This design comes from an exercise in tuning for small area and a short achievable clock period on the open sky130 flow, not from production work.
Function was checked by simulation only, so behaviour that the tests miss may differ from the original.
Power is estimated from default activity; no workload was simulated.

Setup of run 1:
==> flow/design.v (excerpt) <==
module PE (
    input  wire               clk,
    input  wire               rst,
    input  wire               en,
    input  wire               mode_residual,
    input  wire signed [15:0] input_data,
    input  wire signed [15:0] weight_data,
    input  wire signed [15:0] residual_data,
    output reg  signed [15:0] output_data,
    output wire               input_sparse,
    output wire               weight_sparse,
    output wire               computation_skipped,
    output reg         [15:0] sparse_count,
    output reg         [15:0] total_count
);
    assign input_sparse  = (input_data[15:4] == 12'h000) |
                           ((input_data[15:4] == 12'hfff) & (input_data[3:0] != 4'h0));
    assign weight_sparse = (weight_data[15:4] == 12'h000) |
                           ((weight_data[15:4] == 12'hfff) & (weight_data[3:0] != 4'h0));
    assign computation_skipped = input_sparse | weight_sparse;
    wire mac = en & ~computation_skipped;
    reg  [15:0] acc_s;
    reg  [15:0] acc_c;
    reg         acc_x;
    wire pp_0_0;    
    nd2 u_pp0_0 (.a(input_data[0]), .b(weight_data[0]), .y(pp_0_0));
    wire pp_0_1;    
    nd2 u_pp0_1 (.a(input_data[0]), .b(weight_data[1]), .y(pp_0_1));
    wire pp_0_2;    
    nd2 u_pp0_2 (.a(input_data[0]), .b(weight_data[2]), .y(pp_0_2));
    wire pp_0_3;    
    nd2 u_pp0_3 (.a(input_data[0]), .b(weight_data[3]), .y(pp_0_3));
    wire pp_0_4;    
    nd2 u_pp0_4 (.a(input_data[0]), .b(weight_data[4]), .y(pp_0_4));
    wire pp_0_5;    
  ...
For scale: about 7300 um2 of cells after synthesis.
==> flow/config.mk <==
export PLATFORM = sky130hd
export DESIGN_NAME = PE
export DESIGN_NICKNAME = PE
export VERILOG_FILES = /design/flow/design.v
export SDC_FILE = /design/flow/constraint.sdc
export NUM_CORES = 4
export LEC_CHECK = 0
export CAP_MARGIN = 20
export CORE_MARGIN = 2
export CORE_UTILIZATION = 40
export PLACE_DENSITY = 0.6
export SETUP_SLACK_MARGIN = 3.3
export SLEW_MARGIN = 20
export SYNTH_HIERARCHICAL = 1
export SYNTH_MINIMUM_KEEP_SIZE = 0
==> flow/constraint.sdc <==
create_clock -name core_clock -period 8.0 [get_ports {clk}]
set_input_delay 1.6000 -clock core_clock [delete_from_list [all_inputs] [get_ports {clk}]]
set_output_delay 1.6000 -clock core_clock [all_outputs]
set_load 0.01 [all_outputs]
standard.sh (not shown) runs the stock make flow with config.mk's settings and CLKGATE_MAP_FILE= SYNTH_SCRIPT=/design/flow/synth_recipe.tcl, a recipe that flattens the netlist after the stock synthesis.
==> flow/flow/run.sh <==
#!/bin/bash
# Standard ORFS layout with two changes:
#  - port buffers use the smallest buffer cell (buffer_ports' default pick is clkdlybuf4s50_1);
#  - after synthesis every combinational cell starts at drive strength 1 (flow/downsize.tcl),
#    and timing repair sizes up only what the timing needs.
set -euo pipefail
export BUFFER_PORTS_ARGS="-buffer_cell sky130_fd_sc_hd__buf_1"
export POST_SYNTH_TCL="$(pwd)/flow/downsize.tcl"
bash standard.sh finish > standard_flow.log 2>&1
==> flow/flow/downsize.tcl <==
# Sourced after the synthesized netlist is loaded (POST_SYNTH_TCL): set every
# combinational cell to its smallest (_1) drive strength; the later timing repair
# sizes up the cells that need it. Flip-flops are left as synthesis made them.
set db [ord::get_db]
set n 0
foreach inst [[ord::get_db_block] getInsts] {
  set m [[$inst getMaster] getName]
  if {[regexp {^(sky130_fd_sc_hd__[a-z0-9]+)_([0-9]+)$} $m -> base d]} {
    if {[string match "*__df*" $base] || [string match "*__dl*" $base] || [string match "*__sdf*" $base]} { continue }
    if {$d > 1} {
      set nm [$db findMaster ${base}_1]
      if {$nm ne "NULL" && $nm ne ""} { $inst swapMaster $nm; incr n }
    }
  }
}
puts "downsize.tcl: set $n cells to drive strength 1"
Here is what was changed in the inputs of run 2 compared with run 1.
# run 1
export LEC_CHECK = 0
export CAP_MARGIN = 20
export CORE_MARGIN = 2
export CORE_UTILIZATION = 40
export PLACE_DENSITY = 0.6
export SETUP_SLACK_MARGIN = 3.3
export SLEW_MARGIN = 20
export SYNTH_HIERARCHICAL = 1
export SYNTH_MINIMUM_KEEP_SIZE = 0
create_clock -name core_clock -period 8.0 [get_ports {clk}]
# run 2
export LEC_CHECK = 0
export CAP_MARGIN = 20
export CORE_MARGIN = 2
export CORE_UTILIZATION = 40
export PLACE_DENSITY = 0.6
export SETUP_SLACK_MARGIN = 3.6
export SLEW_MARGIN = 20
export SYNTH_HIERARCHICAL = 1
export SYNTH_MINIMUM_KEEP_SIZE = 0
create_clock -name core_clock -period 8.0 [get_ports {clk}]
Results
- Cell area | run 2 vs run 1 | run 2 larger
- Run 2 -> run 1: maximum number of pins on one net before global-route repair delta 0, exact match
- Run 2: clock power is 5.4% higher than what run 1 reported.
- Run 2 vs. run 1: fraction of standard cell area that is sequential now sits lower; final non-filler cell total rose by 0.49%; clock network contribution to total cell area now sits at about the same level; detail-routed via count per cell has decreased.
Input-level comparison between run 3 and run 2:
# run 2
export LEC_CHECK = 0
export CAP_MARGIN = 20
export CORE_MARGIN = 2
export CORE_UTILIZATION = 40
export PLACE_DENSITY = 0.6
export SETUP_SLACK_MARGIN = 3.6
export SLEW_MARGIN = 20
export SYNTH_HIERARCHICAL = 1
export SYNTH_MINIMUM_KEEP_SIZE = 0
create_clock -name core_clock -period 8.0 [get_ports {clk}]
# run 3
export LEC_CHECK = 0
export CAP_MARGIN = 20
export CORE_MARGIN = 2
export CORE_UTILIZATION = 40
export PLACE_DENSITY = 0.6
export SETUP_SLACK_MARGIN = 3.7
export SLEW_MARGIN = 20
export SYNTH_HIERARCHICAL = 1
export SYNTH_MINIMUM_KEEP_SIZE = 0
create_clock -name core_clock -period 8.0 [get_ports {clk}]
### Flow results
- Diff run 2 -> run 3 | area added between synthesis and finish | increase of 1.5 points
- Run 3 ends up with higher power share of the combinational group than run 2 does.
- Between run 3 and run 2, it is run 3 whose routed wire length is higher, by 96 um.
- Looking at via count of the routed design, run 3 sits 61 above run 2.
- Count of nets after finishing: run 2 vs run 3 — no meaningful difference
- Going from run 2 to run 3, utilization picked up an extra 0.61 points, non-clock buffer count picked up an extra 1.
Changes in run 4 relative to run 3:
# run 3
export LEC_CHECK = 0
export CAP_MARGIN = 20
export CORE_MARGIN = 2
export CORE_UTILIZATION = 40
export PLACE_DENSITY = 0.6
export SETUP_SLACK_MARGIN = 3.7
export SLEW_MARGIN = 20
export SYNTH_HIERARCHICAL = 1
export SYNTH_MINIMUM_KEEP_SIZE = 0
create_clock -name core_clock -period 8.0 [get_ports {clk}]
# run 4
export LEC_CHECK = 0
export CAP_MARGIN = 20
export CORE_MARGIN = 2
export CORE_UTILIZATION = 40
export PLACE_DENSITY = 0.6
export SETUP_SLACK_MARGIN = 3.5
export SLEW_MARGIN = 20
export SYNTH_HIERARCHICAL = 1
export SYNTH_MINIMUM_KEEP_SIZE = 0
create_clock -name core_clock -period 8.0 [get_ports {clk}]
==> summary.txt <==
- Number of global-route vias before repair, run 4 and run 3, higher one = run 3.
- On fill cell instance count of the final layout: run 4 sits above run 3.
- Diff run 4 and run 3: number of vias in the routed layout higher in run 3
- On first-pass GRT wire length, run 3 loses to run 4.
- Going from run 3 to run 4, routed wire length down 320 um, normalized max-slew margin flat, final instance area down about 3.5%, maximum frequency down 1.4%, post-layout utilization of the core down 1.7 points.
Modified inputs, run 5 compared to run 4
# run 4
export LEC_CHECK = 0
export CAP_MARGIN = 20
export CORE_MARGIN = 2
export CORE_UTILIZATION = 40
export PLACE_DENSITY = 0.6
export SETUP_SLACK_MARGIN = 3.5
export SLEW_MARGIN = 20
export SYNTH_HIERARCHICAL = 1
export SYNTH_MINIMUM_KEEP_SIZE = 0
create_clock -name core_clock -period 8.0 [get_ports {clk}]
# run 5
export LEC_CHECK = 0
export CAP_MARGIN = 20
export CORE_MARGIN = 2
export CORE_UTILIZATION = 40
export PLACE_DENSITY = 0.6
export SETUP_SLACK_MARGIN = 3.4
export SLEW_MARGIN = 20
export SYNTH_HIERARCHICAL = 1
export SYNTH_MINIMUM_KEEP_SIZE = 0
create_clock -name core_clock -period 8.0 [get_ports {clk}]
--- outcome ---
~same largest net degree at the start of global routing in run 4 and run 5
Looking at routed wire length, run 5 sits about 3.6% higher than run 4 does.
| clock network area share | run 5 vs run 4 | ≈ equal |
Final worst hold slack is lower on run 5
Sequential share of layout area of run 5 is on par with run 4.
Between run 4 and run 5, the flow reports via count increasing slightly.

[port drivers added, routing unchanged]
In the flow no input, the clock included, has a driving cell. The finished layouts below were timed again as built, in two steps. Step 1: set_driving_cell puts a clkbuf_16 on clk and a buf_2 on each other input, an assumption about the parent block. Step 2 also shifts input and output timing later by t, the mid clock arrival at the registers, as if the neighbouring blocks saw the same clock. Slacks: no drivers / after step 1 / after step 2; pairs: no drivers / after step 1.
| run | t, ns | setup WS [ns] | worst hold slack (ns) |
|---|---|---|---|
| run 1 | 0.368 | 3.361 / 3.369 / 3.011 | 0.465 / 0.465 / 0.465 |
| run 2 | 0.372 | 3.540 / 3.514 / 3.253 | 0.467 / 0.467 / 0.467 |
| run 3 | 0.372 | 3.624 / 3.603 / 3.257 | 0.467 / 0.467 / 0.467 |
| run 4 | 0.373 | 3.559 / 3.536 / 3.217 | 0.467 / 0.467 / 0.467 |
| run 5 | 0.369 | 3.340 / 3.316 / 3.138 | 0.463 / 0.463 / 0.463 |
After both steps every run listed still meets setup and hold. For run 3, which loses most, drivers alone change the setup slack by -0.021 ns; drivers and shift together by -0.367 ns.
